This design comes from an exercise in tuning for small area, a short achievable clock period and few clock cycles on the open sky130 flow, not from production work. In this exercise RTL edits were held to simulation tests only and were not proved equivalent to the original. No driver is modelled on the clock port, so clock power and skew are understated where the tree is cut down; a real chip needs a root buffer or a tree. No activity file was given, so power comes from the tool's default toggle rates.

// mips_cpu
module mips_cpu(
	input clk,
	input rst_n,
	output [9:0] imem_addr,
	input [31:0] imem_rdata,
	output [9:0] dmem_addr,
	output [31:0] dmem_wdata,
	output dmem_we,
	input [31:0] dmem_rdata
);
For scale: ~5700 cells after synthesis, ~120 I/O pins, roughly 0.054 sq mm of cells after synthesis.
Settings: LEC_CHECK=0, CAP_MARGIN=20, CORE_MARGIN=2, CORE_UTILIZATION=52, SETUP_SLACK_MARGIN=4.6, SLEW_MARGIN=20, SYNTH_HIERARCHICAL=1, TNS_END_PERCENT=100; clock period 7.0 ns.
standard.sh (not shown) runs the stock make flow with config.mk's settings and CLKGATE_MAP_FILE= SYNTH_SCRIPT=/design/flow/synth_recipe.tcl, a recipe that flattens the netlist after the stock synthesis.
==> flow/flow/run.sh <==
#!/bin/bash
# Own flow: the standard layout (standard.sh) with these changes made through ORFS's
# hooks, after the standard synthesis has run unchanged:
#  - the input and output ports get buf_4 buffers (BUFFER_PORTS_ARGS);
#  - the resizer may not use delay cells as buffers (nodly.tcl before each step);
#  - the clock tree is the balanced two-level tree of mcts.tcl instead of TritonCTS's
#    (pre_cts.tcl, before CTS): 4 root buffers fed by the clock port, 96 leaf buffers;
#  - before CTS, flip-flops with a fanout of 6 or more get the strongest drive (upsize.tcl).
# Each step's output goes to a log file in the work folder; ORFS's own logs are under orfs/logs.
set -euo pipefail
here="$(cd "$(dirname "${BASH_SOURCE[0]}")" && pwd)"
bash standard.sh synth > synth.log 2>&1
export BUFFER_PORTS_ARGS="-buffer_cell sky130_fd_sc_hd__buf_4"
for s in FLOORPLAN GLOBAL_PLACE RESIZE DETAIL_PLACE REPAIR_TIMING_POST_PLACE GLOBAL_ROUTE DETAIL_ROUTE; do
	export PRE_${s}_TCL="$here/nodly.tcl"
done
export PRE_CTS_TCL="$here/pre_cts.tcl"
bash standard.sh finish > layout.log 2>&1
==> flow/flow/pre_cts.tcl <==
# Before CTS: no delay cells as buffers; flip-flops whose output drives 6 or more pins
# become dfxtp_4 (upsize.tcl); and TritonCTS is replaced by the balanced two-level tree
# of mcts.tcl (4 clkbuf_16 root buffers fed by the clock port, 96 clkbuf_8 leaf buffers).
source [file join [file dirname [info script]] nodly.tcl]
source [file join [file dirname [info script]] mcts.tcl]
source [file join [file dirname [info script]] upsize.tcl]
rename clock_tree_synthesis tritoncts_clock_tree_synthesis
proc clock_tree_synthesis {args} {
  upsize_drivers 6 100000
  mcts_build 96 4 sky130_fd_sc_hd__clkbuf_8 sky130_fd_sc_hd__clkbuf_16
  set_propagated_clock [all_clocks]
}
==> flow/flow/upsize.tcl <==
# Flip-flops and buffers whose output drives many pins get a stronger cell of the same
# function and footprint (only the drive strength changes).
proc upsize_drivers {ffmin bufmin} {
  set nf 0; set nb 0
  foreach inst [[ord::get_db_block] getInsts] {
    set m [[$inst getMaster] getName]
    if {[regexp {^sky130_fd_sc_hd__dfxtp_[12]$} $m]} {
      set pin Q; set to sky130_fd_sc_hd__dfxtp_4; set min $ffmin; set kind f
    } elseif {[regexp {^sky130_fd_sc_hd__buf_[124]$} $m]} {
      set pin X; set to sky130_fd_sc_hd__buf_8; set min $bufmin; set kind b
    } else { continue }
    set net [[$inst findITerm $pin] getNet]
    if {$net == "NULL"} { continue }
    if {[llength [$net getITerms]] - 1 >= $min} {
      replace_cell [$inst getName] $to
      if {$kind == "f"} { incr nf } else { incr nb }
    }
  }
  puts "upsize_drivers: $nf flip-flops, $nb buffers"
}
Other scripts of this flow, unchanged in this note and not shown: flow/flow/mcts.tcl, flow/flow/nodly.tcl
Testbench counts at the start, summed over its fixed seeds: cycles 208,537.
==> next run, changes <==
--- a/flow/flow/run.sh
+++ b/flow/flow/run.sh
@@ -1,3 +1,3 @@
 #!/bin/bash
-# Own flow: the standard layout (standard.sh) with these changes made through ORFS's
+# Own flow: the standard layout (standard.sh) with three changes made through ORFS's
 # hooks, after the standard synthesis has run unchanged:
@@ -6,4 +6,3 @@
 #  - the clock tree is the balanced two-level tree of mcts.tcl instead of TritonCTS's
-#    (pre_cts.tcl, before CTS): 4 root buffers fed by the clock port, 96 leaf buffers;
-#  - before CTS, flip-flops with a fanout of 6 or more get the strongest drive (upsize.tcl).
+#    (pre_cts.tcl, before CTS): 4 root buffers fed by the clock port, 96 leaf buffers.
 # Each step's output goes to a log file in the work folder; ORFS's own logs are under orfs/logs.
==> flow/flow/pre_cts.tcl (replaced) <==
# Before CTS: no delay cells as buffers, and replace TritonCTS with the balanced
# two-level tree of mcts.tcl (4 clkbuf_16 root buffers fed by the clock port,
# 96 clkbuf_8 leaf buffers).
source [file join [file dirname [info script]] nodly.tcl]
source [file join [file dirname [info script]] mcts.tcl]
rename clock_tree_synthesis tritoncts_clock_tree_synthesis
proc clock_tree_synthesis {args} {
  mcts_build 96 4 sky130_fd_sc_hd__clkbuf_8 sky130_fd_sc_hd__clkbuf_16
  set_propagated_clock [all_clocks]
}
removed: flow/flow/upsize.tcl
=> The changed run produced a clean layout; fmax increases by 4.0%; setup slack gets better by 0.11 ns; hold slack stays flat; routed wire length decreases by about 1.1%; power hardly moves; design area barely changes; clock skew decreases by 0.023 ns; critical path depth decreases by 1; core utilization is about the same.
In every run of this note, the design's own scripts or RTL, not TritonCTS, make the clock network.

[re-timing with driven ports]
No port has a modelled driver above. Below, the same layouts with a new extraction and two added sets of constraints. Step 1 assumes that a clkbuf_16 drives the clock port and a buf_2 every other input. Step 2 times the ports against the registers' clock, not the clock port: input delays grow and output delays shrink by t, the midpoint of the rising clock arrivals with the driver on. Slacks: ideal / step 1 / step 2; pairs: ideal / step 1.
run | t, ns | setup slack, ns | worst setup path after step 2 | worst slew at a driven data input, ns
the first run | 0.690 | 4.207 / 4.207 / 3.819 | input to register | 0.24
the second run | 0.685 | 4.313 / 4.313 / 3.820 | input to register | 0.23
After both steps setup and hold are still met in every run listed. The setup slack of the second run, which loses most, moves by 0.000 ns with the drivers and by -0.493 ns with both steps.
